This design comes from an exercise in tuning for small area and a short achievable clock period on the open sky130 flow, not from production work. RTL that was checked went through simulation tests only; none was proved equivalent to the original. For run 1, only the layout was checked, not whether the RTL still works. In runs 5 and 6 the design's own scripts or RTL, not TritonCTS, make the clock network. No driver is modelled on the clock port, so clock power and skew are understated where the tree is cut down; a real chip needs a root buffer or a tree. Power is estimated from default activity; no workload was simulated.

## flow/design.v (module list and top-level ports; edited modules follow where they fit)
// module mac16: 1146 lines
// module mac16_fa: 4 lines
// module mac16_pp: 3 lines
// module mac16_ha: 4 lines
module mac16 (
    input             clk,
    input             rst_n,
    input      [15:0] a,
    input      [15:0] b,
    input      [31:0] acc,
    output reg [31:0] out
);
  // ...
==> flow/flow/run.sh <==
#!/bin/bash
# Own layout flow: the standard ORFS flow (standard.sh), with one hook before
# the placement resizer step (flow/resize_hook.tcl) that picks the port buffer
# cells and the drive strength of the operand flip-flops.  Everything else,
# synthesis included, is the standard flow.
set -euo pipefail
here=$(pwd)
export PRE_RESIZE_TCL=$here/flow/resize_hook.tcl
bash standard.sh > $here/standard_flow.log 2>&1
==> flow/flow/resize_hook.tcl <==
# Port buffers: a small buffer on inputs, a faster one on outputs (out[*] drives
# the 10 fF load and sits on the output timing path).
set n_in 0
set n_out 0
foreach inst [get_cells *] {
  set name [get_property $inst name]
  set ref [get_property $inst ref_name]
  if {[regexp {^input[0-9]+$} $name] && [string match "*buf*" $ref]
      && [get_property [get_nets -of_objects [get_pins $name/A]] name] ne "rst_n"} {
    replace_cell $inst sky130_fd_sc_hd__buf_1
    incr n_in
  } elseif {[regexp {^output[0-9]+$} $name] && [string match "*buf*" $ref]} {
    replace_cell $inst sky130_fd_sc_hd__buf_2
    incr n_out
  } elseif {[regexp {^[ab]_r\[[0-9]+\]} $name] && $ref eq "sky130_fd_sc_hd__dfxtp_1"} {
    replace_cell $inst sky130_fd_sc_hd__dfxtp_4
  }
}
puts "resize_hook: $n_in input and $n_out output buffers replaced"
==> flow/standard.sh <==
#!/bin/bash
# synth_recipe.tcl (not shown) runs the flow's synth.tcl, then flattens the netlist and writes it again
# the make line also repeats each setting of config.mk as NAME=value (left out here)
make -C /OpenROAD-flow-scripts/flow DESIGN_CONFIG=/design/flow/config.mk WORK_HOME=/design/flow/orfs CLKGATE_MAP_FILE= SYNTH_SCRIPT=/design/flow/synth_recipe.tcl "${@:-finish}"
==> flow/config.mk <==
export PLATFORM = sky130hd
export DESIGN_NAME = mac16
export DESIGN_NICKNAME = mac16
export VERILOG_FILES = /design/flow/design.v
export SDC_FILE = /design/flow/constraint.sdc
export NUM_CORES = 4
export LEC_CHECK = 0
export CAP_MARGIN = 20
export CORE_MARGIN = 2
export CORE_UTILIZATION = 40
export SLEW_MARGIN = 20
export SYNTH_HIERARCHICAL = 1
export SYNTH_MINIMUM_KEEP_SIZE = 0
==> flow/constraint.sdc <==
create_clock -name core_clock -period 15.0 [get_ports {clk}]
set_input_delay 3.0000 -clock core_clock [delete_from_list [all_inputs] [get_ports {clk}]]
set_output_delay 3.0000 -clock core_clock [all_outputs]
set_load 0.01 [all_outputs]
==> flow_metrics.env, run 1 <==
export IMPL_finalHoldViolCount=0
export IMPL_antenna_found_initial=0
export IMPL_stdcell_count=1392
export IMPL_critical_path_top_delay_family="flip-flops"
export IMPL_holdBufCountCts=0
export IMPL_whs_path_depth=0
export IMPL_nWellTaps=341
export IMPL_fin_nets=1397
export IMPL_internal_power_mw=1.25
export IMPL_tritoncts="built"
export IMPL_coreArea_sq_um=26800
export IMPL_setup_tns_ns=0
export IMPL_synth_edf_count=0
export IMPL_die_area_sq_um=28500
export IMPL_n_all_inverters=39
export IMPL_yosys_area_share_simple_pct=13.0
export IMPL_std_cell_rows=60
export IMPL_hold_ws_ns=0.354
export IMPL_critPathCaptureType="output pin"
export IMPL_seq_cells=151
export IMPL_synth_top_cell_area_share_pct=43.0
export IMPL_clock_buffers=17
export IMPL_grt_start_max_net_pins=35
export IMPL_pwr_share_clk_pct=19.2
export IMPL_status="complete, no violations"
export IMPL_nMultiInputCombCells=731
export IMPL_yosysWarnings=7
export IMPL_firstDrtPassIters=5
export IMPL_io_buffers=97
export IMPL_async_flop_share_pct=22.5
export IMPL_wl_per_cell_microns=19.1
export IMPL_layout_min_cycle_time_ns=3.94
export IMPL_fmax_mhz=254
export IMPL_yosysUniqueCellTypes=46
export IMPL_clockNetworkAreaShare_pct=4.50
export IMPL_power_clock_mw=0.412
export IMPL_cts_root_buf="clkbuf_16"
export IMPL_final_cell_mix="nor2_1, fa_1, dfxtp_1, buf_1, ha_1"
export IMPL_buf_share_pct=3.35
==> run 2, diff against run 1 <==
--- a/flow/design.v
+++ b/flow/design.v
@@ -1023,126 +1023,84 @@
     wire s485, c486;
     mac16_fa us485 (.a(c422), .b(c484), .c(s423), .s(s485), .co(c486));
     wire s487, c488;
     mac16_fa us487 (.a(c424), .b(s425), .c(c486), .s(s487), .co(c488));
     wire s489, c490;
     mac16_fa us489 (.a(c426), .b(s427), .c(c488), .s(s489), .co(c490));
     wire s491, c492;
     mac16_fa us491 (.a(c428), .b(s429), .c(c490), .s(s491), .co(c492));
-    wire s493, c494;
-    mac16_ha us493 (.a(c430), .b(s431), .s(s493), .co(c494));
-    wire s495, c496;
-    mac16_fa us495 (.a(c432), .b(s433), .c(c494), .s(s495), .co(c496));
-    wire s497, c498;
-    mac16_fa us497 (.a(c434), .b(s435), .c(c496), .s(s497), .co(c498));
-    wire s499, c500;
-    mac16_ha us499 (.a(c436), .b(s437), .s(s499), .co(c500));
-    wire s501, c502;
-    mac16_fa us501 (.a(c438), .b(s439), .c(c500), .s(s501), .co(c502));
-    wire s503, c504;
-    mac16_ha us503 (.a(c440), .b(s441), .s(s503), .co(c504));
-    wire s505, c506;
-    mac16_ha us505 (.a(c442), .b(s443), .s(s505), .co(c506));
-    wire s507, c508;
-    mac16_ha us507 (.a(c444), .b(s445), .s(s507), .co(c508));
-    wire s509, c510;
-    mac16_ha us509 (.a(c446), .b(s447), .s(s509), .co(c510));
-    wire s511, c512;
-    mac16_ha us511 (.a(c448), .b(s449), .s(s511), .co(c512));
-    wire s513, c514;
-    mac16_ha us513 (.a(c450), .b(s451), .s(s513), .co(c514));
-    wire s515, c516;
-    mac16_ha us515 (.a(c452), .b(s453), .s(s515), .co(c516));
-    wire s517, c518;
-    mac16_ha us517 (.a(c454), .b(s455), .s(s517), .co(c518));
-    wire s519, c520;
-    mac16_ha us519 (.a(c456), .b(s457), .s(s519), .co(c520));
-    wire s521, c522;
-    mac16_ha us521 (.a(c458), .b(s459), .s(s521), .co(c522));
-    wire s523, c524;
-    mac16_ha us523 (.a(s461), .b(c460), .s(s523), .co(c524));
-    wire s525, c526;
-    mac16_ha us525 (.a(s463), .b(c462), .s(s525), .co(c526));
-    wire s527, c528;
-    mac16_ha us527 (.a(s465), .b(c464), .s(s527), .co(c528));
-    wire s529, c530;
-    mac16_ha us529 (.a(c466), .b(s467), .s(s529), .co(c530));
-    wire s531, c532;
-    mac16_ha us531 (.a(s469), .b(c468), .s(s531), .co(c532));
-    wire s533, c534;
-    mac16_ha us533 (.a(s471), .b(c470), .s(s533), .co(c534));
-    wire s535, c536;
-    mac16_ha us535 (.a(s473), .b(c472), .s(s535), .co(c536));
-    wire s537, c538;
-    mac16_ha us537 (.a(s475), .b(c474), .s(s537), .co(c538));
-    wire s539, c540;
-    mac16_fa us539 (.a(s477), .b(c476), .c(c538), .s(s539), .co(c540));
-    wire s541, c542;
-    mac16_ha us541 (.a(s479), .b(c478), .s(s541), .co(c542));
-    wire s543 = acc_r[31] ^ c480 ^ c542;
-    reg [31:0] x_r;
-    reg [31:0] y_r;
+    reg [5:0] lo_r;
+    reg [31:6] x_r;
+    reg [31:6] y_r;
+    reg z_r;
     always @(posedge clk) begin
-        x_r[0] <= s481;
-        x_r[1] <= s483;
-        x_r[2] <= s485;
-        x_r[3] <= s487;
-        x_r[4] <= s489;
-        x_r[5] <= s491;
-        x_r[6] <= c492;
-        x_r[7] <= s495;
-        x_r[8] <= s497;
-        x_r[9] <= c498;
-        x_r[10] <= s501;
-        x_r[11] <= c502;
-        x_r[12] <= c504;
-        x_r[13] <= c506;
-        x_r[14] <= c508;
-        x_r[15] <= c510;
-        x_r[16] <= c512;
-        x_r[17] <= c514;
-        x_r[18] <= c516;
-        x_r[19] <= c518;
-        x_r[20] <= c520;
-        x_r[21] <= c522;
-        x_r[22] <= c524;
-        x_r[23] <= c526;
-        x_r[24] <= c528;
-        x_r[25] <= c530;
-        x_r[26] <= c532;
-        x_r[27] <= c534;
-        x_r[28] <= c536;
-        x_r[29] <= s539;
-        x_r[30] <= c540;
-        x_r[31] <= s543;
-        y_r[6] <= s493;
-        y_r[9] <= s499;
-        y_r[11] <= s503;
-        y_r[12] <= s505;
-        y_r[13] <= s507;
-        y_r[14] <= s509;
-        y_r[15] <= s511;
-        y_r[16] <= s513;
-        y_r[17] <= s515;
-        y_r[18] <= s517;
-        y_r[19] <= s519;
-        y_r[20] <= s521;
-        y_r[21] <= s523;
-        y_r[22] <= s525;
-        y_r[23] <= s527;
-        y_r[24] <= s529;
-        y_r[25] <= s531;
-        y_r[26] <= s533;
-        y_r[27] <= s535;
-        y_r[28] <= s537;
-        y_r[30] <= s541;
+        lo_r[0] <= s481;
+        lo_r[1] <= s483;
+        lo_r[2] <= s485;
+        lo_r[3] <= s487;
+        lo_r[4] <= s489;
+        lo_r[5] <= s491;
+        x_r[6] <= c430;
+        x_r[7] <= s433;
+        x_r[8] <= s435;
+        x_r[9] <= s437;
+        x_r[10] <= s439;
+        x_r[11] <= s441;
+        x_r[12] <= s443;
+        x_r[13] <= s445;
+        x_r[14] <= s447;
+        x_r[15] <= s449;
+        x_r[16] <= s451;
+        x_r[17] <= s453;
+        x_r[18] <= s455;
+        x_r[19] <= s457;
+        x_r[20] <= s459;
+        x_r[21] <= s461;
+        x_r[22] <= s463;
+        x_r[23] <= s465;
+        x_r[24] <= s467;
+        x_r[25] <= s469;
+        x_r[26] <= s471;
+        x_r[27] <= s473;
+        x_r[28] <= s475;
+        x_r[29] <= s477;
+        x_r[30] <= s479;
+        x_r[31] <= acc_r[31];
+        y_r[6] <= s431;
+        y_r[7] <= c432;
+        y_r[8] <= c434;
+        y_r[9] <= c436;
+        y_r[10] <= c438;
+        y_r[11] <= c440;
+        y_r[12] <= c442;
+        y_r[13] <= c444;
+        y_r[14] <= c446;
+        y_r[15] <= c448;
+        y_r[16] <= c450;
+        y_r[17] <= c452;
+        y_r[18] <= c454;
+        y_r[19] <= c456;
+        y_r[20] <= c458;
+        y_r[21] <= c460;
+        y_r[22] <= c462;
+        y_r[23] <= c464;
+        y_r[24] <= c466;
+        y_r[25] <= c468;
+        y_r[26] <= c470;
+        y_r[27] <= c472;
+        y_r[28] <= c474;
+        y_r[29] <= c476;
+        y_r[30] <= c478;
+        y_r[31] <= c480;
+        z_r <= c492;
     end
-    wire [31:0] y_v = {1'b0, y_r[30], 1'b0, y_r[28], y_r[27], y_r[26], y_r[25], y_r[24], y_r[23], y_r[22], y_r[21], y_r[20], y_r[19], y_r[18], y_r[17], y_r[16], y_r[15], y_r[14], y_r[13], y_r[12], y_r[11], 1'b0, y_r[9], 1'b0, 1'b0, y_r[6], 1'b0, 1'b0, 1'b0, 1'b0, 1'b0, 1'b0};
-    wire [31:0] sum = x_r + y_v;
+    wire [31:6] y_v = {y_r[31], y_r[30], y_r[29], y_r[28], y_r[27], y_r[26], y_r[25], y_r[24], y_r[23], y_r[22], y_r[21], y_r[20], y_r[19], y_r[18], y_r[17], y_r[16], y_r[15], y_r[14], y_r[13], y_r[12], y_r[11], y_r[10], y_r[9], y_r[8], y_r[7], y_r[6]};
+    wire [31:6] hi = x_r + y_v + z_r;
+    wire [31:0] sum = {hi, lo_r};
     always @(posedge clk or negedge rst_n) begin
         if (!rst_n)
             out <= 32'd0;
         else
             out <= v2 ? sum : 32'd0;
     end
 endmodule
 module mac16_fa (input a, input b, input c, output s, output co);
==> flow/config.mk (replaced) <==
export PLATFORM = sky130hd
export DESIGN_NAME = mac16
export DESIGN_NICKNAME = mac16
export VERILOG_FILES = /design/flow/design.v
export SDC_FILE = /design/flow/constraint.sdc
export NUM_CORES = 4
export LEC_CHECK = 0
export CAP_MARGIN = 20
export CORE_MARGIN = 2
export CORE_UTILIZATION = 40
export CTS_CLUSTER_DIAMETER = 150
export CTS_CLUSTER_SIZE = 40
export SLEW_MARGIN = 20
export SYNTH_HIERARCHICAL = 1
export SYNTH_MINIMUM_KEEP_SIZE = 0
==> run 2 against run 1 <==
  * Die area up 0.65%
  * Synthesized cell count is 0.54% higher
  * Combinational power up 4%
  * Setup slack lost 0.0024 ns
  * Utilization is 0.20 points higher
  * Still clean on timing, DRC and antenna
  * Final cell count rose by 0.29%
  * Synthesized area rose by 0.66%
  * Largest power group unchanged
  * Routed wire length decreased by 0.43%
==> flow_metrics.env, run 2 <==
export IMPL_clk_pin_slew_worst_paths_ns=0.07
export IMPL_pwr_share_clk_pct=19.3
export IMPL_synth_edf_count=0
export IMPL_muxShareOfSynthArea_pct=0.824
export IMPL_die_w_microns=169
export IMPL_drv_cap=0
export IMPL_die_area_sq_um=28700
export IMPL_grt_start_max_net_pins=35
export IMPL_yosysWarnings=7
export IMPL_synthCells=935
export IMPL_critPathCaptureType="output pin"
export IMPL_vias=7166
export IMPL_relSlewSlack_pct=52.8
export IMPL_critPathLaunchType="register"
export IMPL_drtAntennaViolNets=0
export IMPL_path_class="register to output pin"
export IMPL_tritoncts="built"
export IMPL_avgSynthCellArea_sq_um=11.7
export IMPL_setup_violations=0
export IMPL_cts_root_buf="clkbuf_16"
export IMPL_peakVddDrop_mv=0.0682
export IMPL_synth_adder_area_share_pct=47.0
export IMPL_std_cell_rows=60
export IMPL_drive_gt1_share_pct=11.4
export IMPL_grt_pass1_wl_microns=42500
export IMPL_worstHoldPathType="register to register"
export IMPL_placed_area_sq_um=11800
export IMPL_rsz0062_at_grt="no"
export IMPL_cts_htree_levels=4
export IMPL_synth_top_cell_area_share_pct=42.3
export IMPL_synth_top_family_by_area="adder cells"
export IMPL_design_area_sq_um=12400
export IMPL_grt_overflow_total=0
export IMPL_remaining_drc_errors=0
export IMPL_final_cell_mix="nor2_1, fa_1, dfxtp_1, buf_1, ha_1"
export IMPL_antenna_found_initial=0
export IMPL_first_global_vias=7719
export IMPL_cp_num_buf_inv=1
export IMPL_holdBufCountCts=0
export IMPL_yosysMostFrequentCell="nor2_1"
export IMPL_power_density_nw_per_um2=180
export IMPL_yosys_most_used_dff="dfxtp_1"
export IMPL_reg_largest_list="acc_r: 32 flops, out: 32 flops"
export IMPL_tightestPinTransition_ns=0.708
export IMPL_power_mw=2.24
export IMPL_cp_required_ns=12.00
export IMPL_cts_sinks=157
export IMPL_cts_buffer_depth=2
export IMPL_combPwrFrac_pct=53.4
export IMPL_synth_seq_cells=157
export IMPL_status="complete, no violations"
export IMPL_io_buffers=97
export IMPL_fmax_mhz=254
export IMPL_power_share_sequential_pct=27.3
export IMPL_setup_tns_ns=0
export IMPL_clkLatencyLatePin_ns=0.43
export IMPL_crit_chain="buf_2"
export IMPL_internal_power_mw=1.30
export IMPL_power_switching_mw=0.931
export IMPL_wirelength_microns=26500
export IMPL_synth_compound_area_share_pct=5.87
export IMPL_vias_per_cell=5.13
export IMPL_finClkSkew_ns=0.0140
export IMPL_area_growth_pct=13.6
export IMPL_drt_iter0_drc=477
export IMPL_crit_slowest_cell="dfrtp_1"
export IMPL_synth_nets=1273
export IMPL_crit_arrival_ns=0.94
export IMPL_yosys_area_share_simple_pct=12.9
export IMPL_finalHoldViolCount=0
export IMPL_cts_buffers=17
export IMPL_synthXorXnorAreaFrac_pct=1.04
export IMPL_synth_commonest_cells="nor2_1, fa_1, dfxtp_1"
export IMPL_yosysUniqueCellTypes=54
export IMPL_antenna_cells=0
export IMPL_drv_slew=0
export IMPL_final_common_cell="nor2_1"
export IMPL_layout_min_cycle_time_ns=3.94
export IMPL_wl_per_cell_microns=19.0
export IMPL_async_flop_share_pct=21.7
export IMPL_start_util_pct=40.7
export IMPL_cpPeakStageDelay_ns=0.37
export IMPL_firstDrtPassIters=6
export IMPL_syn_cell_area_sq_um=10900
export IMPL_post_cts_resized=0
export IMPL_track_usage_pct=19.6
export IMPL_yosys_area_top_type="fa_1"
export IMPL_leakage_nw=5.65
export IMPL_post_route_period_util_pct=26.3
export IMPL_dpl_hpwl_microns=19200
export IMPL_ys_seq_area_share_pct=30.3
export IMPL_synthTopCellsByArea="fa_1, dfxtp_1, nor2_1"
export IMPL_critical_path_top_delay_family="flip-flops"
export IMPL_boundaryPins=98
export IMPL_postCtsSetupBuffers=0
export IMPL_netSwitchingFraction_pct=41.6
export IMPL_fin_nets=1380
export IMPL_die_y_microns=169
export IMPL_gp_congestion=0.862
export IMPL_path_max_fanout=1
export IMPL_coreArea_sq_um=26900
[run 2: final timing paths]
| kind | cells after the start | slack, ns | startpoint | to |
|---|---|---|---|---|
| setup / recovery | 1 | 11.06 | out[6] | out[6] |
| hold / removal | 0 | 0.34 | acc_r[31] | x_r[31] |
| setup reg to reg | 8 | 11.37 | b_r[6] | x_r[17] |
| hold reg to reg | 0 | 0.34 | acc_r[31] | x_r[31] |
| max in group asynchronous | 1 | 11.92 | rst_n | out[3] |
| min in group asynchronous | 1 | 2.61 | rst_n | out[29] |
[run 2: area by class of cell]
type | count | area (sq um)
fillers | 2489 | 14500
multi-input cells | 728 | 7400
flip-flops and latches | 157 | 3430
repair buffers | 101 | 435
clock buffers | 18 | 429
well taps | 341 | 427
clock inverters | 14 | 155
inverters | 37 | 139
[run 2: cell families (layout without fill, tap and decap cells)]
group / Yosys count / count (layout)
flip-flops: 157 / 157
other: 1 / 1
AND/OR/NAND/NOR: 351 / 351
multiplexers: 9 / 9
AO/OA/AOI/OAI: 82 / 82
XOR/XNOR: 13 / 13
adder cells (fa/ha/maj): 272 / 272
buffers and inverters: 50 / 170
[run 2: through the flow]
step	hold slack [ns]	setup slack, ns	std cells	utilization, %
4_1_cts	0.340	11.04	1396	46.2
6_report	0.339	11.06	1396	46.2
5_1_grt	0.357	11.02	1396	46.2
3_3_place_gp	0.314	11.12	1364	45.7
3_5_place_dp	0.323	11.39	1364	44.0
2_1_floorplan	0.310	11.52	935	-
[run 2: power groups by stage]
| stage | logic, mW | registers [mW] | clock network (mW) |
|---|---|---|---|
| 2_1_floorplan | 0.877 | 0.616 | 0 |
| 3_3_place_gp | 1.20 | 0.623 | 0 |
| 3_5_place_dp | 1.18 | 0.621 | 0 |
| 4_1_cts | 1.19 | 0.612 | 0.444 |
| 5_1_grt | 1.35 | 0.624 | 0.459 |
| 6_report | 1.19 | 0.611 | 0.431 |
[run 2: routing by layer]
layer  vias up  global-route usage, %  part of all wire, %
met5         -                      0                    0
met1      3612                   27.0                   44
met2       314                   29.7                   45
met4         0                   7.17                  2.8
li1       3189                      -                    -
met3        51                   5.43                  8.2
[run 2: modules after synthesis, one instance, submodules excluded]
module,cells,times used,cell area (sq um)
mac16_ha,1,17,12.5
mac16_pp,1,256,3.75
mac16,433,1,5170
mac16_fa,1,229,20.0
==> run 3, diff against run 2 <==
--- a/flow/config.mk
+++ b/flow/config.mk
@@ -9,6 +9,7 @@
 export CORE_MARGIN = 2
 export CORE_UTILIZATION = 40
+export CTS_BUF_LIST = sky130_fd_sc_hd__clkbuf_8
 export CTS_CLUSTER_DIAMETER = 150
-export CTS_CLUSTER_SIZE = 40
+export CTS_CLUSTER_SIZE = 30
 export SLEW_MARGIN = 20
 export SYNTH_HIERARCHICAL = 1
==> run 3 against run 2 <==
  * Still clean on timing, DRC and antenna
  * Sequential share of layout area is 0.43 points higher
  * Utilization is 0.71 points lower
  * Sequential cell count stayed put
  * Clock skew is 0.0094 ns higher
  * Non-clock buffer count stayed put
  * Power is 5.2% lower
  * Largest cell class unchanged
  * Highest routed layer unchanged
==> flow_metrics.env, run 3 <==
export IMPL_status="complete, no violations"
export IMPL_cts_sinks=157
export IMPL_first_global_vias=7626
export IMPL_grt_overflow_total=0
export IMPL_rsz0062_at_grt="no"
export IMPL_die_area_sq_um=28700
export IMPL_critPathCaptureType="output pin"
export IMPL_internal_power_mw=1.21
export IMPL_boundaryPins=98
export IMPL_worstHoldPathType="register to register"
export IMPL_cts_htree_levels=4
export IMPL_vias_per_cell=5.11
export IMPL_clk_pin_slew_worst_paths_ns=0.10
export IMPL_whs_path_depth=0
export IMPL_layout_min_cycle_time_ns=3.99
export IMPL_drv_cap=0
export IMPL_cpPeakStageDelay_ns=0.38
export IMPL_pre_cts_slack_ns=11.39
export IMPL_synth_top_cell_area_share_pct=42.3
export IMPL_holdBufCountCts=0
export IMPL_tritoncts="built"
export IMPL_drive_gt1_share_pct=11.4
export IMPL_antenna_cells=0
export IMPL_std_cell_rows=60
export IMPL_synthTopCellsByArea="fa_1, dfxtp_1, nor2_1"
export IMPL_yosysWarnings=7
export IMPL_start_util_pct=40.7
export IMPL_cts_buffers=17
export IMPL_crit_chain="buf_2"
export IMPL_die_y_microns=169
export IMPL_synthCells=935
export IMPL_crit_cells=1
export IMPL_antenna_found_initial=0
export IMPL_area_growth_pct=11.9
export IMPL_yosys_most_used_dff="dfxtp_1"
export IMPL_fillers=2511
export IMPL_vias=7134
export IMPL_avgSynthCellArea_sq_um=11.7
export IMPL_relSlewSlack_pct=52.8
export IMPL_synth_seq_cells=157
export IMPL_power_share_sequential_pct=28.8
export IMPL_post_route_period_util_pct=26.6
export IMPL_critical_path_top_delay_family="flip-flops"
export IMPL_synth_edf_count=0
export IMPL_finClkSkew_ns=0.0234
export IMPL_leakage_nw=5.56
export IMPL_netSwitchingFraction_pct=43.1
export IMPL_drt_iter0_drc=482
export IMPL_synth_commonest_cells="nor2_1, fa_1, dfxtp_1"
export IMPL_wl_per_cell_microns=18.8
export IMPL_path_max_fanout=1
export IMPL_reg_largest_list="acc_r: 32 flops, out: 32 flops"
export IMPL_final_common_cell="nor2_1"
export IMPL_power_switching_mw=0.913
export IMPL_grt_start_max_net_pins=35
export IMPL_syn_cell_area_sq_um=10900
export IMPL_crit_arrival_ns=0.99
export IMPL_yosysMostFrequentCell="nor2_1"
export IMPL_tightestPinTransition_ns=0.708
export IMPL_synth_nets=1273
export IMPL_yosysUniqueCellTypes=54
export IMPL_gp_congestion=0.862
export IMPL_power_density_nw_per_um2=173
export IMPL_coreArea_sq_um=26900
export IMPL_firstDrtPassIters=5
export IMPL_remaining_drc_errors=0
export IMPL_postCtsSetupBuffers=0
export IMPL_final_cell_mix="nor2_1, fa_1, dfxtp_1, buf_1, ha_1"
export IMPL_drtAntennaViolNets=0
export IMPL_clkLatencyLatePin_ns=0.47
export IMPL_drv_slew=0
export IMPL_pwr_share_clk_pct=15.0
export IMPL_post_cts_resized=0
export IMPL_seq_area_sq_um=3430
export IMPL_cts_buffer_depth=2
export IMPL_cts_root_buf="clkbuf_8"
export IMPL_die_w_microns=169
export IMPL_crit_slowest_cell="dfrtp_1"
export IMPL_combPwrFrac_pct=56.1
export IMPL_wirelength_microns=26200
export IMPL_track_usage_pct=19.4
export IMPL_io_buffers=97
export IMPL_fin_nets=1380
export IMPL_multi_input_area_sq_um=7400
export IMPL_setup_tns_ns=0
export IMPL_peakVddDrop_mv=0.0636
export IMPL_dpl_hpwl_microns=19200
export IMPL_ys_seq_area_share_pct=30.3
export IMPL_cp_required_ns=12.00
export IMPL_path_class="register to output pin"
export IMPL_critPathLaunchType="register"
export IMPL_r2r_cells=8
export IMPL_worst_slack_ns=11.01
export IMPL_grt_pass1_wl_microns=42100
export IMPL_cp_num_buf_inv=1
export IMPL_fmax_mhz=251
export IMPL_setup_violations=0
export IMPL_finalHoldViolCount=0
export IMPL_async_flop_share_pct=21.7
export IMPL_yosys_area_top_type="fa_1"
## run 3: path summary, 6_finish.rpt
kind | startpoint | endpoint | slack, ns
setup / recovery | out[6] | out[6] | 11.01
hold / removal | acc_r[31] | x_r[31] | 0.35
setup reg to reg | b_r[6] | x_r[20] | 11.37
hold reg to reg | acc_r[31] | x_r[31] | 0.35
max in group asynchronous | rst_n | out[10] | 11.97
min in group asynchronous | rst_n | out[29] | 2.56
## run 3: cells by family after synthesis
family	Yosys count	share of synthesized area, %
AO/OA/AOI/OAI	82	5.87
XOR/XNOR	13	1.04
adder cells (fa/ha/maj)	272	47.0
buffers and inverters	50	1.96
flip-flops	157	30.3
multiplexers	9	0.824
other	1	0.0343
AND/OR/NAND/NOR	351	12.9
## run 3: power by group through the flow
| stage | logic, mW | registers (mW) | clock network [mW] |
|---|---|---|---|
| 2_1_floorplan | 0.877 | 0.616 | 0 |
| 3_3_place_gp | 1.20 | 0.623 | 0 |
| 3_5_place_dp | 1.18 | 0.621 | 0 |
| 4_1_cts | 1.19 | 0.612 | 0.330 |
| 5_1_grt | 1.35 | 0.623 | 0.345 |
| 6_report | 1.19 | 0.611 | 0.318 |
## run 3: metal layers
metal,global-route usage [%],up-vias,wire [microns]
li1,-,3183,-
met1,27.2,3582,11800
met2,29.5,322,11800
met3,4.36,47,1920
met4,7.32,0,682
met5,0,-,0
## run 3: final cells by class
type                            instances  share of cell area (%)
Clock inverter                         15                    1.30
Timing Repair Buffer                  101                    3.56
Tap cell                              341                    3.49
Clock buffer                           17                    1.91
Sequential cell                       157                    28.1
Inverter                               37                    1.14
Multi-Input combinational cell        728                    60.5
## run 3: per-stage QoR
stage	total power, mW	cells	hold slack (ns)	instance area, sq um	utilization (%)
detailed placement	1.80	1364	0.323	11800	44.0
global route	2.32	1396	0.362	12200	45.5
global placement	1.82	1364	0.314	12300	45.7
finish	2.12	1396	0.346	12200	45.5
CTS	2.13	1396	0.348	12200	45.5
floorplan	1.49	935	0.310	10900	-
## run 3: per-module statistics from Yosys, one instance, submodules excluded
module / flip-flops and latches / copies in the design / area (sq um)
mac16_fa: 0 / 229 / 20.0
mac16_ha: 0 / 17 / 12.5
mac16: 157 / 1 / 5170
mac16_pp: 0 / 256 / 3.75
==> run 4, diff against run 3 <==
==> flow/flow/run.sh (replaced) <==
#!/bin/bash
# Own layout flow: the standard ORFS flow (standard.sh, synthesis included)
# with two hooks:
#  - flow/resize_hook.tcl, before the placement resizer: port buffer cells and
#    the drive strength of the operand flip-flops;
#  - flow/cts_hook3.tcl, at the start of CTS: a one-level clock tree of four
#    clkbuf_16 (instead of TritonCTS's two-level H-tree).
set -euo pipefail
here=$(pwd)
export PRE_RESIZE_TCL=$here/flow/resize_hook.tcl
export PRE_CTS_TCL=$here/flow/cts_hook3.tcl
bash standard.sh > $here/standard_flow.log 2>&1
==> flow/flow/cts_hook.tcl (new file) <==
# Clock tree: the clock port drives four clkbuf_16 buffers, each placed at the
# centre of one quarter of the flip-flops (split at the median x, then at the
# median y within each half) and driving that quarter's clock pins.  This
# replaces TritonCTS's two-level H-tree; the tree stays balanced (one buffer
# between the port and every flip-flop).
set db [ord::get_db]
set block [ord::get_db_block]
set clk_net [$block findNet clk]
set master [$db findMaster sky130_fd_sc_hd__clkbuf_16]

set sinks {}
foreach it [$clk_net getITerms] {
  if {[$it isInputSignal]} {
    set loc [[$it getInst] getLocation]
    lappend sinks [list $it [lindex $loc 0] [lindex $loc 1]]
  }
}
proc split_half {items idx} {
  set s [lsort -real -index $idx $items]
  set h [expr {[llength $s] / 2}]
  return [list [lrange $s 0 [expr {$h - 1}]] [lrange $s $h end]]
}
set groups {}
foreach half [split_half $sinks 1] {
  foreach q [split_half $half 2] { lappend groups $q }
}
set i 0
foreach g $groups {
  set sx 0; set sy 0
  foreach s $g { set sx [expr {$sx + [lindex $s 1]}]; set sy [expr {$sy + [lindex $s 2]}] }
  set n [llength $g]
  set cx [expr {int($sx / $n)}]
  set cy [expr {int($sy / $n)}]
  set inst [odb::dbInst_create $block $master "clkbuf_q${i}"]
  set net [odb::dbNet_create $block "clknet_q${i}"]
  $net setSigType CLOCK
  [$inst findITerm A] connect $clk_net
  [$inst findITerm X] connect $net
  foreach s $g {
    set it [lindex $s 0]
    $it disconnect
    $it connect $net
  }
  $inst setLocation $cx $cy
  $inst setPlacementStatus PLACED
  puts "cts_hook: clkbuf_q${i} drives $n clock pins"
  incr i
}
$clk_net setSigType CLOCK

# cts.tcl calls clock_tree_synthesis next; the tree is already built.
rename clock_tree_synthesis my_unused_clock_tree_synthesis
proc clock_tree_synthesis {args} { puts "cts_hook: clock tree built by flow/cts_hook.tcl" }
==> flow/flow/cts_hook2.tcl (new file) <==
# Clock tree, two levels: the clock port drives four root buffers; each drives
# two leaf buffers, and each leaf buffer drives the clock pins of one eighth of
# the flip-flops (recursive halving at the median, alternating x and y).  Every
# flip-flop sees the same two buffers between it and the port.
set db [ord::get_db]
set block [ord::get_db_block]
set clk_net [$block findNet clk]
set leaf_master [$db findMaster sky130_fd_sc_hd__clkbuf_16]
set root_master [$db findMaster sky130_fd_sc_hd__clkbuf_8]

set sinks {}
foreach it [$clk_net getITerms] {
  if {[$it isInputSignal]} {
    set loc [[$it getInst] getLocation]
    lappend sinks [list $it [lindex $loc 0] [lindex $loc 1]]
  }
}
proc bisect {items idx depth} {
  if {$depth == 0} { return [list $items] }
  set s [lsort -real -index $idx $items]
  set h [expr {[llength $s] / 2}]
  set nidx [expr {$idx == 1 ? 2 : 1}]
  return [concat [bisect [lrange $s 0 [expr {$h - 1}]] $nidx [expr {$depth - 1}]] \
                 [bisect [lrange $s $h end] $nidx [expr {$depth - 1}]]]
}
proc centre {items} {
  set sx 0; set sy 0
  foreach s $items { set sx [expr {$sx + [lindex $s 1]}]; set sy [expr {$sy + [lindex $s 2]}] }
  set n [llength $items]
  return [list [expr {int($sx / $n)}] [expr {int($sy / $n)}]]
}
set groups [bisect $sinks 1 3]
for {set r 0} {$r < 4} {incr r} {
  set rinst [odb::dbInst_create $block $root_master "clkbuf_r${r}"]
  set rnet [odb::dbNet_create $block "clknet_r${r}"]
  $rnet setSigType CLOCK
  [$rinst findITerm A] connect $clk_net
  [$rinst findITerm X] connect $rnet
  set both [concat [lindex $groups [expr {2 * $r}]] [lindex $groups [expr {2 * $r + 1}]]]
  lassign [centre $both] cx cy
  $rinst setLocation $cx $cy
  $rinst setPlacementStatus PLACED
  foreach k {0 1} {
    set l [expr {2 * $r + $k}]
    set g [lindex $groups $l]
    set inst [odb::dbInst_create $block $leaf_master "clkbuf_l${l}"]
    set net [odb::dbNet_create $block "clknet_l${l}"]
    $net setSigType CLOCK
    [$inst findITerm A] connect $rnet
    [$inst findITerm X] connect $net
    foreach s $g {
      set it [lindex $s 0]
      $it disconnect
      $it connect $net
    }
    lassign [centre $g] cx cy
    $inst setLocation $cx $cy
    $inst setPlacementStatus PLACED
    puts "cts_hook: clkbuf_l${l} drives [llength $g] clock pins"
  }
}
$clk_net setSigType CLOCK

# cts.tcl calls clock_tree_synthesis next; the tree is already built.
rename clock_tree_synthesis my_unused_clock_tree_synthesis
proc clock_tree_synthesis {args} { puts "cts_hook: clock tree built by flow/cts_hook2.tcl" }
==> flow/flow/cts_hook3.tcl (new file) <==
# Clock tree of inverter pairs: the clock port drives four small clock
# inverters; each drives one clkinv_16, which drives the clock pins of one
# quarter of the flip-flops (halved at the median x, then at the median y).
# Every flip-flop sees the same two inverters between it and the port, so the
# clock keeps its polarity and the tree is balanced.
set db [ord::get_db]
set block [ord::get_db_block]
set clk_net [$block findNet clk]
set leaf_master [$db findMaster sky130_fd_sc_hd__clkinv_16]
set root_master [$db findMaster sky130_fd_sc_hd__clkinv_4]

set sinks {}
foreach it [$clk_net getITerms] {
  if {[$it isInputSignal]} {
    set loc [[$it getInst] getLocation]
    lappend sinks [list $it [lindex $loc 0] [lindex $loc 1]]
  }
}
proc bisect {items idx depth} {
  if {$depth == 0} { return [list $items] }
  set s [lsort -real -index $idx $items]
  set h [expr {[llength $s] / 2}]
  set nidx [expr {$idx == 1 ? 2 : 1}]
  return [concat [bisect [lrange $s 0 [expr {$h - 1}]] $nidx [expr {$depth - 1}]] \
                 [bisect [lrange $s $h end] $nidx [expr {$depth - 1}]]]
}
proc centre {items} {
  set sx 0; set sy 0
  foreach s $items { set sx [expr {$sx + [lindex $s 1]}]; set sy [expr {$sy + [lindex $s 2]}] }
  set n [llength $items]
  return [list [expr {int($sx / $n)}] [expr {int($sy / $n)}]]
}
set i 0
foreach g [bisect $sinks 1 2] {
  lassign [centre $g] cx cy
  set rinst [odb::dbInst_create $block $root_master "clkinv_r${i}"]
  set rnet [odb::dbNet_create $block "clknet_r${i}"]
  $rnet setSigType CLOCK
  [$rinst findITerm A] connect $clk_net
  [$rinst findITerm Y] connect $rnet
  $rinst setLocation $cx $cy
  $rinst setPlacementStatus PLACED
  set inst [odb::dbInst_create $block $leaf_master "clkinv_l${i}"]
  set net [odb::dbNet_create $block "clknet_l${i}"]
  $net setSigType CLOCK
  [$inst findITerm A] connect $rnet
  [$inst findITerm Y] connect $net
  foreach s $g {
    set it [lindex $s 0]
    $it disconnect
    $it connect $net
  }
  $inst setLocation $cx $cy
  $inst setPlacementStatus PLACED
  puts "cts_hook: clkinv_l${i} drives [llength $g] clock pins"
  incr i
}
$clk_net setSigType CLOCK

# cts.tcl calls clock_tree_synthesis next; the tree is already built.
rename clock_tree_synthesis my_unused_clock_tree_synthesis
proc clock_tree_synthesis {args} { puts "cts_hook: clock tree built by flow/cts_hook3.tcl" }
--- a/flow/config.mk
+++ b/flow/config.mk
@@ -8,8 +8,5 @@
 export CAP_MARGIN = 20
 export CORE_MARGIN = 2
-export CORE_UTILIZATION = 40
-export CTS_BUF_LIST = sky130_fd_sc_hd__clkbuf_8
-export CTS_CLUSTER_DIAMETER = 150
-export CTS_CLUSTER_SIZE = 30
+export CORE_UTILIZATION = 65
 export SLEW_MARGIN = 20
 export SYNTH_HIERARCHICAL = 1
==> run 4 against run 3 <==
  * The flow now stops in clock tree synthesis (4_1_cts)
  * Synthesized cell count did not move
  * Synthesized area did not move
==> flow_metrics.env, run 4 <==
export IMPL_status="did not finish"
export IMPL_failed_stage="clock tree synthesis (4_1_cts)"
export IMPL_tool_error="[ERROR DPL-0033] detailed placement checks failed during check placement."
export IMPL_holdBufCountCts=0
export IMPL_avgSynthCellArea_sq_um=11.7
export IMPL_synthCells=935
export IMPL_synth_commonest_cells="nor2_1, fa_1, dfxtp_1"
export IMPL_placed_area_sq_um=11700
export IMPL_synth_nets=1273
export IMPL_yosysWarnings=7
export IMPL_yosys_area_top_type="fa_1"
export IMPL_die_w_microns=134
export IMPL_synth_top_cell_area_share_pct=42.3
export IMPL_synth_seq_cells=157
export IMPL_std_cell_rows=47
export IMPL_io_buffers=97
export IMPL_postCtsSetupBuffers=0
export IMPL_yosys_most_used_dff="dfxtp_1"
export IMPL_start_util_pct=66.1
export IMPL_yosysMostFrequentCell="nor2_1"
export IMPL_synthTopCellsByArea="fa_1, dfxtp_1, nor2_1"
export IMPL_post_cts_resized=0
export IMPL_async_flop_share_pct=21.7
export IMPL_die_y_microns=134
export IMPL_synth_edf_count=0
export IMPL_gp_congestion=0.966
export IMPL_yosysUniqueCellTypes=54
export IMPL_boundaryPins=98
export IMPL_dpl_hpwl_microns=18000
export IMPL_syn_cell_area_sq_um=10900
export IMPL_ys_seq_area_share_pct=30.3
-- run 4: cell counts after synthesis --
No cell type changed its count.
-- run 4: through the flow --
step	setup WS, ns	util, %	std cells	hold WS (ns)	power, mW
after global placement	11.15	73.3	1240	0.316	1.80
after floorplan	11.52	-	935	0.310	1.49
after detailed placement	11.28	70.6	1240	0.331	1.80
-- run 4: kinds of logic after synthesis --
group / after synthesis / share of synthesized area (%)
simple gates: 351 / 12.9
fa+ha+maj: 272 / 47.0
flops: 157 / 30.3
compound gates: 82 / 5.87
buf+inv: 50 / 1.96
xor+xnor: 13 / 1.04
mux: 9 / 0.824
other cells: 1 / 0.0343
-- run 4: how the worst max path moves through the flow --
| stage | end | slack (ns) | cells after the start | from |
|---|---|---|---|---|
| after floorplan | x_r[16] | 11.52 | 7 | b_r[3] |
| after detailed placement | out[2] | 11.28 | 2 | rst_n |
| after global placement | x_r[16] | 11.15 | 7 | b_r[15] |
-- run 4: per-module statistics from Yosys, one instance, submodules excluded --
module    times used  cells
mac16              1    433
mac16_fa         229      1
mac16_ha          17      1
mac16_pp         256      1
-- run 4: power groups by stage --
| stage | clock network (mW) | logic (mW) | registers [mW] |
|---|---|---|---|
| after floorplan | 0 | 0.877 | 0.616 |
| after global placement | 0 | 1.18 | 0.622 |
| after detailed placement | 0 | 1.18 | 0.621 |
==> run 5, diff against run 4 <==
==> flow/flow/run.sh (replaced) <==
#!/bin/bash
# Own layout flow: the standard ORFS flow (standard.sh, synthesis included)
# with two hooks:
#  - flow/resize_hook.tcl, before the placement resizer: port buffer cells and
#    the drive strength of the operand flip-flops;
#  - flow/cts_hook2.tcl, at the start of CTS: a one-level clock tree of four
#    clkbuf_16 (instead of TritonCTS's two-level H-tree).
set -euo pipefail
here=$(pwd)
export PRE_RESIZE_TCL=$here/flow/resize_hook.tcl
export PRE_CTS_TCL=$here/flow/cts_hook2.tcl
bash standard.sh > $here/standard_flow.log 2>&1
==> run 5 against run 4 <==
  * The run now finishes clean
  * Synthesized cell count did not move
  * Synthesized area did not move
==> flow_metrics.env, run 5 <==
export IMPL_dpl_hpwl_microns=18000
export IMPL_yosys_most_used_dff="dfxtp_1"
export IMPL_leakage_nw=5.48
export IMPL_critPathCaptureType="output pin"
export IMPL_drt_iter0_drc=748
export IMPL_cp_num_buf_inv=1
export IMPL_synth_seq_cells=157
export IMPL_yosys_area_top_type="fa_1"
export IMPL_wirelength_microns=24200
export IMPL_clkLatencyLatePin_ns=0.30
export IMPL_tightestPinTransition_ns=0.842
export IMPL_whs_path_depth=0
export IMPL_rsz0062_at_grt="no"
export IMPL_final_common_cell="nor2_1"
export IMPL_post_route_period_util_pct=25.2
export IMPL_design_area_sq_um=11900
export IMPL_final_cell_mix="nor2_1, fa_1, dfxtp_1, buf_1, ha_1"
export IMPL_setup_violations=0
export IMPL_cp_required_ns=12.00
export IMPL_path_class="register to output pin"
export IMPL_ys_seq_area_share_pct=30.3
export IMPL_crit_cells=1
export IMPL_die_y_microns=134
export IMPL_peakVddDrop_mv=0.128
export IMPL_yosysUniqueCellTypes=54
export IMPL_postCtsSetupBuffers=0
export IMPL_crit_slowest_cell="dfrtp_1"
export IMPL_fmax_mhz=264
export IMPL_drive_gt1_share_pct=9.40
export IMPL_die_w_microns=134
export IMPL_boundaryPins=98
export IMPL_io_buffers=97
export IMPL_start_util_pct=66.1
export IMPL_async_flop_share_pct=21.7
export IMPL_antenna_found_initial=1
export IMPL_fin_nets=1372
export IMPL_remaining_drc_errors=0
export IMPL_finalHoldViolCount=0
export IMPL_layout_min_cycle_time_ns=3.79
export IMPL_coreArea_sq_um=16500
export IMPL_drv_slew=0
export IMPL_first_global_vias=7433
export IMPL_grt_overflow_total=0
export IMPL_area_growth_pct=9.11
export IMPL_status="complete, no violations"
export IMPL_placed_area_sq_um=11700
export IMPL_yosysMostFrequentCell="nor2_1"
export IMPL_grt_start_max_net_pins=35
export IMPL_critPathLaunchType="register"
export IMPL_r2r_cells=7
export IMPL_setup_tns_ns=0
export IMPL_critical_path_top_delay_family="flip-flops"
export IMPL_synth_commonest_cells="nor2_1, fa_1, dfxtp_1"
export IMPL_drv_cap=0
export IMPL_track_usage_pct=27.9
export IMPL_power_density_nw_per_um2=172
export IMPL_synth_top_cell_area_share_pct=42.3
export IMPL_clk_pin_slew_worst_paths_ns=0.07
export IMPL_gp_congestion=0.966
export IMPL_relSlewSlack_pct=43.9
export IMPL_die_area_sq_um=17900
export IMPL_worstHoldPathType="register to register"
export IMPL_vias_per_cell=5.80
export IMPL_vias=7272
export IMPL_avgSynthCellArea_sq_um=11.7
export IMPL_crit_arrival_ns=0.79
export IMPL_cpPeakStageDelay_ns=0.37
export IMPL_path_max_fanout=1
export IMPL_crit_chain="buf_2"
export IMPL_holdBufCountCts=0
export IMPL_finClkSkew_ns=0.0276
export IMPL_grt_pass1_wl_microns=38600
export IMPL_synthCells=935
export IMPL_synth_nets=1273
export IMPL_post_cts_resized=0
export IMPL_synthTopCellsByArea="fa_1, dfxtp_1, nor2_1"
export IMPL_syn_cell_area_sq_um=10900
export IMPL_synth_edf_count=0
export IMPL_yosysWarnings=7
export IMPL_drtAntennaViolNets=0
export IMPL_firstDrtPassIters=7
export IMPL_std_cell_rows=47
export IMPL_wl_per_cell_microns=19.3
export IMPL_reg_largest_list="acc_r: 32 flops, out: 32 flops"
[run 5: cell counts after synthesis]
No cell type changed its count.
[run 5: through the flow]
stage / std cells / power (mW) / utilization, % / setup slack (ns) / hold WS, ns
2_1_floorplan: 935 / 1.49 / - / 11.52 / 0.310
3_3_place_gp: 1240 / 1.80 / 73.3 / 11.15 / 0.316
3_5_place_dp: 1240 / 1.80 / 70.6 / 11.28 / 0.331
4_1_cts: 1252 / 2.00 / 72.1 / 11.27 / 0.335
5_1_grt: 1252 / 2.22 / 72.1 / 11.18 / 0.363
6_report: 1253 / 2.05 / 72.2 / 11.21 / 0.346
[run 5: per-layer routing]
| layer | share of wire, % | routed length (microns) | global-route usage (%) |
|---|---|---|---|
| met2 | 46 | 11100 | 43.8 |
| met3 | 10 | 2420 | 5.21 |
| met5 | 0 | 0 | 0 |
| met4 | 2.7 | 658 | 6.68 |
| met1 | 41 | 10000 | 41.4 |
[run 5: cell families after synthesis]
group / synth area share [%]
other: 0.0343
and+or+nand+nor: 12.9
AOI/OAI and AO/OA: 5.87
muxes: 0.824
xor gates and xnor gates: 1.04
adders and majority gates: 47.0
DFF: 30.3
buffers and inverters: 1.96
[run 5: per-module statistics from Yosys (local to each module, per instance)]
| module | cell area, sq um | times used |
|---|---|---|
| mac16_pp | 3.75 | 256 |
| mac16_ha | 12.5 | 17 |
| mac16_fa | 20.0 | 229 |
| mac16 | 5170 | 1 |
[run 5: area by class of cell]
type / instances / area (sq um)
Sequential cell: 157 / 3430
Timing Repair Buffer: 98 / 418
Buffer: 12 / 255
Tap cell: 220 / 275
Multi-Input combinational cell: 728 / 7400
Fill cell: 1229 / 4600
Inverter: 37 / 139
Antenna cell: 1 / 2.50
[run 5: path summary, 6_finish.rpt]
check	from	to	slack (ns)
max in group asynchronous	rst_n	out[11]	11.60
max	out[5]	out[5]	11.21
max reg2reg	b_r[15]	x_r[17]	11.43
min in group asynchronous	rst_n	out[25]	3.11
min	acc_r[31]	x_r[31]	0.35
min reg2reg	acc_r[31]	x_r[31]	0.35
[run 5: power by group]
group          switching, mW  total, mW  internal, mW  leakage (nW)
Combinational          0.662       1.19         0.530          3.87
Clock                  0.122      0.242         0.120         0.127
Sequential            0.0663      0.612         0.546          1.48
==> run 6, diff against run 5 <==
==> flow/flow/run.sh (replaced) <==
#!/bin/bash
# Own layout flow: the standard ORFS flow (standard.sh, synthesis included)
# with two hooks:
#  - flow/resize_hook.tcl, before the placement resizer: port buffer cells and
#    the drive strength of the operand flip-flops;
#  - flow/cts_hook3.tcl, at the start of CTS: a one-level clock tree of four
#    clkbuf_16 (instead of TritonCTS's two-level H-tree).
set -euo pipefail
here=$(pwd)
export PRE_RESIZE_TCL=$here/flow/resize_hook.tcl
export PRE_CTS_TCL=$here/flow/cts_hook3.tcl
bash standard.sh > $here/standard_flow.log 2>&1
--- a/flow/flow/cts_hook3.tcl
+++ b/flow/flow/cts_hook3.tcl
@@ -58,5 +58,8 @@
 $clk_net setSigType CLOCK
 
-# cts.tcl calls clock_tree_synthesis next; the tree is already built.
+# cts.tcl calls repair_clock_inverters and clock_tree_synthesis next; the tree
+# is already built (and its inverters must not be cloned per flip-flop).
+rename repair_clock_inverters my_unused_repair_clock_inverters
+proc repair_clock_inverters {args} { puts "cts_hook: clock inverters kept as built" }
 rename clock_tree_synthesis my_unused_clock_tree_synthesis
 proc clock_tree_synthesis {args} { puts "cts_hook: clock tree built by flow/cts_hook3.tcl" }
==> run 6 against run 5 <==
  * Global-route usage shrank 0.32 points
  * Cell area shrank 0.84%
  * Sequential cell count is the same
  * Final cell count shrank 0.32%
  * Synthesized cell count is the same
  * Sequential power is essentially flat
  * Routed wire length shrank 1.1%
  * Worst hold slack gained 0.0032 ns
  * Highest routed layer unchanged
==> flow_metrics.env, run 6 <==
export IMPL_status="complete, no violations"
export IMPL_reg_largest_list="acc_r: 32 flops, out: 32 flops"
export IMPL_async_flop_share_pct=21.7
export IMPL_vias=7197
export IMPL_whs_path_depth=0
export IMPL_synth_edf_count=0
export IMPL_path_class="register to output pin"
export IMPL_boundaryPins=98
export IMPL_fin_nets=1368
export IMPL_r2r_start="b_r[15]"
export IMPL_grt_start_max_net_pins=41
export IMPL_yosys_area_top_type="fa_1"
export IMPL_synth_commonest_cells="nor2_1, fa_1, dfxtp_1"
export IMPL_setup_tns_ns=0
export IMPL_avgSynthCellArea_sq_um=11.7
export IMPL_crit_slowest_cell="dfrtp_1"
export IMPL_tightestPinTransition_ns=0.851
export IMPL_drt_iter0_drc=643
export IMPL_hold_ws_ns=0.350
export IMPL_finalHoldViolCount=0
export IMPL_syn_cell_area_sq_um=10900
export IMPL_yosysUniqueCellTypes=54
export IMPL_clkLatencyLatePin_ns=0.18
export IMPL_drtAntennaViolNets=0
export IMPL_fmax_mhz=272
export IMPL_fillers=1229
export IMPL_setup_violations=0
export IMPL_yosysMostFrequentCell="nor2_1"
export IMPL_seq_area_sq_um=3430
export IMPL_yosys_most_used_dff="dfxtp_1"
export IMPL_drive_gt1_share_pct=9.05
export IMPL_post_route_period_util_pct=24.5
export IMPL_pwr_share_clk_pct=8.4
export IMPL_drv_slew=0
export IMPL_post_cts_resized=0
export IMPL_critical_path_top_delay_family="flip-flops"
export IMPL_die_y_microns=134
export IMPL_synth_nets=1273
export IMPL_final_cell_mix="nor2_1, fa_1, dfxtp_1, buf_1, ha_1"
export IMPL_remaining_drc_errors=0
export IMPL_multi_input_area_sq_um=7400
export IMPL_relSlewSlack_pct=43.3
export IMPL_ys_seq_area_share_pct=30.3
export IMPL_worstHoldPathType="register to register"
export IMPL_track_usage_pct=27.6
export IMPL_firstDrtPassIters=7
export IMPL_finClkSkew_ns=0.0146
export IMPL_drv_cap=0
export IMPL_power_share_sequential_pct=31.2
export IMPL_postCtsSetupBuffers=0
export IMPL_yosysWarnings=7
export IMPL_gp_congestion=0.966
export IMPL_min_delay_start="acc_r[31]"
export IMPL_r2r_slack_ns=11.44
export IMPL_holdBufCountCts=0
export IMPL_crit_chain="buf_2"
export IMPL_r2r_cells=7
export IMPL_critPathLaunchType="register"
export IMPL_regToRegEndpoint="x_r[17]"
export IMPL_pre_cts_slack_ns=11.28
export IMPL_grt_pass1_wl_microns=38200
export IMPL_cp_required_ns=12.00
export IMPL_leakage_nw=5.41
export IMPL_start_util_pct=66.1
export IMPL_synthTopCellsByArea="fa_1, dfxtp_1, nor2_1"
export IMPL_synth_top_cell_area_share_pct=42.3
export IMPL_peakVddDrop_mv=0.0984
export IMPL_holdPathEnd="x_r[31]"
export IMPL_synthCells=935
export IMPL_final_common_cell="nor2_1"
export IMPL_power_density_nw_per_um2=166
export IMPL_first_global_vias=7427
export IMPL_clk_pin_slew_worst_paths_ns=0.08
export IMPL_die_w_microns=134
export IMPL_vias_per_cell=5.76
export IMPL_worst_slack_ns=11.32
export IMPL_power_switching_mw=0.861
export IMPL_grt_overflow_total=0
export IMPL_area_growth_pct=8.20
export IMPL_wirelength_microns=23900
export IMPL_crit_arrival_ns=0.68
export IMPL_wl_per_cell_microns=19.2
export IMPL_internal_power_mw=1.10
export IMPL_io_buffers=97
export IMPL_cp_num_buf_inv=1
export IMPL_layout_min_cycle_time_ns=3.68
export IMPL_combPwrFrac_pct=60.4
export IMPL_antenna_found_initial=1
export IMPL_critPathCaptureType="output pin"
export IMPL_dpl_hpwl_microns=18000
export IMPL_rsz0062_at_grt="no"
export IMPL_die_area_sq_um=17900
export IMPL_synth_seq_cells=157
export IMPL_coreArea_sq_um=16500
export IMPL_path_max_fanout=1
export IMPL_std_cell_rows=47
export IMPL_cpPeakStageDelay_ns=0.37
export IMPL_netSwitchingFraction_pct=43.9
run 6: worst max path at each step:
stage,from,end,slack (ns),cells after the start
floorplan,b_r[3],x_r[16],11.52,7
global placement,b_r[15],x_r[16],11.15,7
detailed placement,rst_n,out[2],11.28,2
CTS,rst_n,out[2],11.27,2
global route,out[13],out[13],11.28,1
finish,out[13],out[13],11.32,1
run 6: cell type report:
cell class,count,area share (%)
diodes,1,0.0212
inverters,45,2.49
multi-input cells,728,62.6
flip-flops and latches,157,29.0
well taps,220,2.33
repair buffers,98,3.53
run 6: power groups by stage:
stage                     Combinational (mW)  Clock, mW  Sequential [mW]
after floorplan                        0.877          0            0.616
after global placement                  1.18          0            0.622
after detailed placement                1.18          0            0.621
after CTS                               1.18      0.131            0.622
after global routing                    1.33      0.188            0.623
final                                   1.19      0.166            0.612
run 6: through the flow:
| stage | instances | utilization [%] | instance area (sq um) | power, mW |
|---|---|---|---|---|
| final | 1249 | 71.5 | 11800 | 1.96 |
| after global routing | 1248 | 71.5 | 11800 | 2.14 |
| after CTS | 1248 | 71.5 | 11800 | 1.94 |
| after detailed placement | 1240 | 70.6 | 11700 | 1.80 |
| after global placement | 1240 | 73.3 | 12100 | 1.80 |
| after floorplan | 935 | - | 10900 | 1.49 |
run 6: kinds of logic (layout without fill, tap and decap cells):
| family | count (synthesis) | after routing | share of synthesized area (%) |
|---|---|---|---|
| DFF | 157 | 157 | 30.3 |
| muxes | 9 | 9 | 0.824 |
| AOI/OAI and AO/OA | 82 | 82 | 5.87 |
| adders and majority gates | 272 | 272 | 47.0 |
| buffers and inverters | 50 | 143 | 1.96 |
| xor gates and xnor gates | 13 | 13 | 1.04 |
| other | 1 | 2 | 0.0343 |
| and+or+nand+nor | 351 | 351 | 12.9 |
run 6: routing by layer:
metal | track usage, % | share of wire, % | vias up | wire length (microns)
met5 | 0 | 0 | - | 0
met4 | 6.21 | 2.5 | 0 | 607
met3 | 5.59 | 10 | 58 | 2460
met2 | 43.4 | 46 | 441 | 11000
met1 | 40.7 | 41 | 3553 | 9930
li1 | - | - | 3145 | -
run 6: per-module statistics from Yosys (local to each module, per instance):
module	copies in the design	cells
mac16_pp	256	1
mac16	1	433
mac16_ha	17	1
mac16_fa	229	1

-- what the ideal ports hide --
Ports are ideal in the flow. The routed layouts listed here were re-timed in OpenROAD. Step 1 (the two cells are an assumption about what drives the block):
set clk [get_ports {clk}]
set_driving_cell -lib_cell sky130_fd_sc_hd__clkbuf_16 $clk
set_driving_cell -lib_cell sky130_fd_sc_hd__buf_2 [delete_from_list [all_inputs] $clk]
Step 2 moves the port delays by t, midway between the first and last clock arrival at a register: inputs arrive t later, outputs are due t later. That takes back most of the time a late clock gives input paths. Slacks: ideal / step 1 / step 2; pairs: ideal / step 1.
run | t, ns | setup slack, ns | worst data-port slew with drivers (ns)
run 1 | 0.474 | 11.064 / 11.017 / 11.135 | 0.04
run 2 | 0.472 | 11.061 / 11.015 / 11.368 | 0.04
run 3 | 0.504 | 11.012 / 10.969 / 11.367 | 0.04
run 5 | 0.369 | 11.213 / 11.130 / 11.295 | 0.03
run 6 | 0.288 | 11.322 / 11.209 / 11.305 | 0.03
After both steps setup and hold are still met in every run listed. For run 6, which loses most, drivers alone change the setup slack by -0.113 ns; drivers and shift together by -0.017 ns. Setup slack includes reset recovery checks.
